Context: an optimization exercise on an open-source flow, tuned for small area and a short achievable clock period. The choices shown serve that exercise and are no tape-out recipe.
Power and IR drop assume default switching activity.

Setup of ember:
## simple_cpu
module simple_cpu (clk, rst, instruction, regfile_a, regfile_b, regfile_c, regfile_d);
==> module alu, before the edit <==
module alu (clk, operand_a, operand_b, cin, en, rlo, rhi, result, lo_next, hi_next);
    input clk;
    input [7:0] operand_a, operand_b;
    input cin, en;
    input [3:0] rlo;
    input [7:0] rhi;
    output [7:0] result;
    output [3:0] lo_next;
    output [7:0] hi_next;
    wire [7:0] p = operand_a ^ operand_b;
    wire [7:0] g = operand_a & operand_b;
    wire G10 = g[1] | (p[1] & g[0]), P10 = p[1] & p[0];
    wire G32 = g[3] | (p[3] & g[2]), P32 = p[3] & p[2];
    wire G54 = g[5] | (p[5] & g[4]), P54 = p[5] & p[4];
    wire G64 = g[6] | (p[6] & G54),  P64 = p[6] & P54;
    wire G52 = G54 | (P54 & G32),    P52 = P54 & P32;
    wire G62 = G64 | (P64 & G32),    P62 = P64 & P32;
    wire [7:0] c;
    assign c[0] = cin;
    assign c[1] = g[0] | (p[0] & cin);
    assign c[2] = G10 | (P10 & cin);
    assign c[3] = g[2] | (p[2] & c[2]);
    assign c[4] = G32 | (P32 & c[2]);
    assign c[5] = g[4] | (p[4] & c[4]);
    assign c[6] = G52 | (P52 & c[2]);
    assign c[7] = G62 | (P62 & c[2]);
    wire [7:0] sum = p ^ c;
    reg [7:5] result_hi;
    always @(posedge clk)
        result_hi <= en ? sum[7:5] : 3'd0;
    assign result = {result_hi,
                     rhi[4] | rhi[5] | rhi[6] | rhi[7],
                     rhi[2] | rhi[3] | rhi[6] | rhi[7],
                     rhi[1] | rhi[3] | rhi[5] | rhi[7],
                     rlo[2] | rlo[3],
                     rlo[1] | rlo[3]};
    wire [1:0] s_lo = sum[1:0];
    assign lo_next = en ? (4'b0001 << s_lo) : 4'b0001;
    wire [2:0] s0 = operand_a[4:2] + operand_b[4:2];
    wire [7:0] d0 = 8'b00000001 << s0;
    wire [7:0] d1 = {d0[6:0], d0[7]};
    assign hi_next = en ? (c[2] ? d1 : d0) : 8'b00000001;
endmodule
==> module CU, before the edit <==
module CU (clk, rst, instr, result, data_out, operand1, operand_b, store_data,
           alu_cin, alu_en, w_r, regfile_a, regfile_b, regfile_c, regfile_d);
    input clk, rst;
    input [19:0] instr;
    input [7:0] result, data_out;
    output reg [7:0] operand1, operand_b, store_data;
    output reg alu_cin, alu_en, w_r;
    output reg [7:0] regfile_a, regfile_b, regfile_c, regfile_d;
    reg s_reset, s_decode, s_execute, s_mem, s_wb;
    reg sel1;
    reg [7:0] regfile [0:3];
    wire [1:0] t = instr[19:18];
    wire is_std = ~t[1] & t[0];
    wire is_load = t[1] & ~t[0];
    wire is_store = t[1] & t[0];
    wire ld_any = ~s_reset;
    wire ld_std = ~s_reset & ~s_mem;
    wire load = t[1] ? ld_any : (t[0] & ld_std);
    wire [7:0] x1 = regfile[instr[17:16]];
    wire [7:0] x2 = regfile[instr[15:14]];
    wire [7:0] x3 = regfile[instr[13:12]];
    wire s_reset_nx = rst | (s_reset & (t == 2'b00));
    wire sel1_nx = s_reset ? 1'b0 : (load ? is_std : sel1);
    wire [7:0] result2 = sel1 ? result : data_out;
    wire wb = s_wb & (is_std | is_load);
    always @(posedge clk) begin
        if (load) begin
            operand1 <= is_store ? x1 : x2;
            operand_b <= (is_std ? x3 : instr[11:4]) ^ {8{instr[0]}};
            store_data <= x2;
            alu_cin <= instr[0];
        end
        sel1 <= sel1_nx;
        if (s_reset)
            alu_en <= 1'b0;
        else if (load)
            alu_en <= (instr[3:1] == 3'b000);
        if (rst | s_reset)
            w_r <= 1'b0;
        else if (load)
            w_r <= is_store;
        if (s_reset) begin
            regfile[0] <= 8'd0;
            regfile[1] <= 8'd1;
            regfile[2] <= 8'd2;
            regfile[3] <= 8'd3;
        end else if (wb)
            regfile[instr[17:16]] <= result2;
        if (rst) begin
            regfile_a <= 8'd0;
            regfile_b <= 8'd0;
            regfile_c <= 8'd0;
            regfile_d <= 8'd0;
        end else if (s_execute) begin
            regfile_a <= regfile[0];
            regfile_b <= regfile[1];
            regfile_c <= regfile[2];
            regfile_d <= regfile[3];
        end
        s_reset <= s_reset_nx;
        s_decode <= ~rst & ((s_reset & (t != 2'b00)) | (s_mem & is_store) | s_wb);
        s_execute <= ~rst & s_decode;
        s_mem <= ~rst & s_execute & ~is_std;
        s_wb <= ~rst & ((s_execute & is_std) | (s_mem & ~is_store));
    end
endmodule
==> module simple_cpu, before the edit <==
module simple_cpu (clk, rst, instruction, regfile_a, regfile_b, regfile_c, regfile_d);
    input clk, rst;
    input [19:0] instruction;
    output [7:0] regfile_a, regfile_b, regfile_c, regfile_d;
    wire [7:0] operand1, operand_b, store_data, result, data_out;
    wire [3:0] lo_next;
    wire [7:0] hi_next;
    wire [3:0] rlo;
    wire [7:0] rhi;
    wire alu_cin, alu_en, w_r;
    alu alu1 (clk, operand1, operand_b, alu_cin, alu_en, rlo, rhi, result, lo_next, hi_next);
    reg_mem data_memory (lo_next, hi_next, store_data, w_r, clk, data_out, rlo, rhi);
    CU CU1 (clk, rst, instruction, result, data_out, operand1, operand_b, store_data,
            alu_cin, alu_en, w_r, regfile_a, regfile_b, regfile_c, regfile_d);
endmodule
clock: 4.0 ns
lec_check: 0
abc_area: 0
cap_margin: 20
core_margin: 2
core_utilization: 70
setup_slack_margin: 2.5
slew_margin: 20
tns_end_percent: 10
standard.sh (not shown) runs the stock make flow with config.mk's settings and CLKGATE_MAP_FILE= SYNTH_SCRIPT=/design/flow/synth_recipe.tcl, a recipe that flattens the netlist after the stock synthesis.
==> flow/flow/run.sh <==
#!/bin/bash
# The standard ORFS layout (standard.sh) with:
# - port buffers of buf_2 instead of the resizer's default delay cell;
# - CTS without dummy loads, built from clkbuf_8 in sink clusters of 16;
# - timing repair allowed to change a cell's footprint when sizing;
# - no full/half-adder cell extraction in synthesis (ABC maps the adder).
# Each tool's log stays under orfs/logs; make's own output goes to flow.log.
set -euo pipefail
export BUFFER_PORTS_ARGS="-buffer_cell sky130_fd_sc_hd__buf_2"
export CTS_ARGS="-sink_clustering_enable -repair_clock_nets -dont_use_dummy_load -buf_list sky130_fd_sc_hd__clkbuf_8 -sink_clustering_size 16 -sink_clustering_max_diameter 40"
bash standard.sh MATCH_CELL_FOOTPRINT=0 ADDER_MAP_FILE= finish > flow.log 2>&1
diff inputs: ember => pepper
diff --git a/flow/design.v b/flow/design.v
--- a/flow/design.v
+++ b/flow/design.v
@@ -1,10 +1,10 @@
-module alu (clk, operand_a, operand_b, cin, en, rlo, rhi, result, lo_next, hi_next);
+module alu (clk, operand_a, operand_b, cin, rlo, rhi, result, lo_next, hi_next);
     input clk;
     input [7:0] operand_a, operand_b;
-    input cin, en;
+    input cin;
     input [3:0] rlo;
     input [7:0] rhi;
     output [7:0] result;
     output [3:0] lo_next;
     output [7:0] hi_next;
     wire [7:0] p = operand_a ^ operand_b;
@@ -24,25 +24,25 @@
     assign c[5] = g[4] | (p[4] & c[4]);
     assign c[6] = G52 | (P52 & c[2]);
     assign c[7] = G62 | (P62 & c[2]);
     wire [7:0] sum = p ^ c;
     reg [7:5] result_hi;
     always @(posedge clk)
-        result_hi <= en ? sum[7:5] : 3'd0;
+        result_hi <= sum[7:5];
     assign result = {result_hi,
                      rhi[4] | rhi[5] | rhi[6] | rhi[7],
                      rhi[2] | rhi[3] | rhi[6] | rhi[7],
                      rhi[1] | rhi[3] | rhi[5] | rhi[7],
                      rlo[2] | rlo[3],
                      rlo[1] | rlo[3]};
     wire [1:0] s_lo = sum[1:0];
-    assign lo_next = en ? (4'b0001 << s_lo) : 4'b0001;
+    assign lo_next = 4'b0001 << s_lo;
     wire [2:0] s0 = operand_a[4:2] + operand_b[4:2];
     wire [7:0] d0 = 8'b00000001 << s0;
     wire [7:0] d1 = {d0[6:0], d0[7]};
-    assign hi_next = en ? (c[2] ? d1 : d0) : 8'b00000001;
+    assign hi_next = c[2] ? d1 : d0;
 endmodule
 module reg_mem (lo_next, hi_next, data_in, wen, clk, data_out, rlo, rhi);
     input [3:0] lo_next;
     input [7:0] hi_next;
     input [7:0] data_in;
     input wen;
@@ -68,18 +68,18 @@
         end
     endgenerate
     always @(posedge clk)
         data_out <= wen ? 8'd0 : rd[32];
 endmodule
 module CU (clk, rst, instr, result, data_out, operand1, operand_b, store_data,
-           alu_cin, alu_en, w_r, regfile_a, regfile_b, regfile_c, regfile_d);
+           alu_cin, w_r, regfile_a, regfile_b, regfile_c, regfile_d);
     input clk, rst;
     input [19:0] instr;
     input [7:0] result, data_out;
     output reg [7:0] operand1, operand_b, store_data;
-    output reg alu_cin, alu_en, w_r;
+    output reg alu_cin, w_r;
     output reg [7:0] regfile_a, regfile_b, regfile_c, regfile_d;
     reg s_reset, s_decode, s_execute, s_mem, s_wb;
     reg sel1;
     reg [7:0] regfile [0:3];
     wire [1:0] t = instr[19:18];
     wire is_std = ~t[1] & t[0];
@@ -88,28 +88,26 @@
     wire ld_any = ~s_reset;
     wire ld_std = ~s_reset & ~s_mem;
     wire load = t[1] ? ld_any : (t[0] & ld_std);
     wire [7:0] x1 = regfile[instr[17:16]];
     wire [7:0] x2 = regfile[instr[15:14]];
     wire [7:0] x3 = regfile[instr[13:12]];
+    wire op_ok = ~s_reset & (instr[3:1] == 3'b000);
     wire s_reset_nx = rst | (s_reset & (t == 2'b00));
     wire sel1_nx = s_reset ? 1'b0 : (load ? is_std : sel1);
     wire [7:0] result2 = sel1 ? result : data_out;
     wire wb = s_wb & (is_std | is_load);
     always @(posedge clk) begin
-        if (load) begin
-            operand1 <= is_store ? x1 : x2;
-            operand_b <= (is_std ? x3 : instr[11:4]) ^ {8{instr[0]}};
+        if (load | s_reset) begin
+            operand1 <= op_ok ? (is_store ? x1 : x2) : 8'd0;
+            operand_b <= op_ok ? ((is_std ? x3 : instr[11:4]) ^ {8{instr[0]}}) : 8'd0;
+            alu_cin <= op_ok & instr[0];
+        end
+        if (load)
             store_data <= x2;
-            alu_cin <= instr[0];
-        end
         sel1 <= sel1_nx;
-        if (s_reset)
-            alu_en <= 1'b0;
-        else if (load)
-            alu_en <= (instr[3:1] == 3'b000);
         if (rst | s_reset)
             w_r <= 1'b0;
         else if (load)
             w_r <= is_store;
         if (s_reset) begin
             regfile[0] <= 8'd0;
@@ -143,12 +141,12 @@
     output [7:0] regfile_a, regfile_b, regfile_c, regfile_d;
     wire [7:0] operand1, operand_b, store_data, result, data_out;
     wire [3:0] lo_next;
     wire [7:0] hi_next;
     wire [3:0] rlo;
     wire [7:0] rhi;
-    wire alu_cin, alu_en, w_r;
-    alu alu1 (clk, operand1, operand_b, alu_cin, alu_en, rlo, rhi, result, lo_next, hi_next);
+    wire alu_cin, w_r;
+    alu alu1 (clk, operand1, operand_b, alu_cin, rlo, rhi, result, lo_next, hi_next);
     reg_mem data_memory (lo_next, hi_next, store_data, w_r, clk, data_out, rlo, rhi);
     CU CU1 (clk, rst, instruction, result, data_out, operand1, operand_b, store_data,
-            alu_cin, alu_en, w_r, regfile_a, regfile_b, regfile_c, regfile_d);
+            alu_cin, w_r, regfile_a, regfile_b, regfile_c, regfile_d);
 endmodule
## What came out
The higher cell count after synthesis of pepper and ember is in pepper.
Number of CTS-inserted buffers up 3 in pepper wrt ember
Sequential share of cell area, pepper and ember: higher on ember
ember fits on a die that is smaller than the die of pepper.
Comparing pepper with ember, the inverter count came out essentially unchanged.
ember has a lower combinational power than pepper.
Delta (pepper minus ember): design area went up about 3%, core utilization has increased, total power draw +about 10%, number of global-route vias before repair went down 103, number of levels the H-tree was split into barely changed.
No run of this note included a check of the RTL's function; only the layout flow was run.

separate check: timing with driven ports:
In the flow no input, the clock included, has a driving cell. The finished layouts below were timed again as built, in two steps.
Step 1 assumes that a clkbuf_16 drives the clock port and a buf_2 every other input.
Step 2 adds t to the input delays and takes it off the output delays; t is the mean of the earliest and latest rising clock arrival at the registers after step 1. Input paths then give back, and output paths get back, about the clock's delay inside the block.
Three values: ideal, step 1, step 2; two values: the first two.
| run | t (ns) | slack for setup (ns) | worst setup path at the end |
|---|---|---|---|
| ember | 0.590 | 2.081 / 2.081 / 1.697 | input to register |
| pepper | 0.605 | 1.916 / 1.916 / 1.741 | input to register |
After both steps setup and hold are still met in every run listed. The setup slack of ember, which loses most, moves by 0.000 ns with the drivers and by -0.384 ns with both steps.
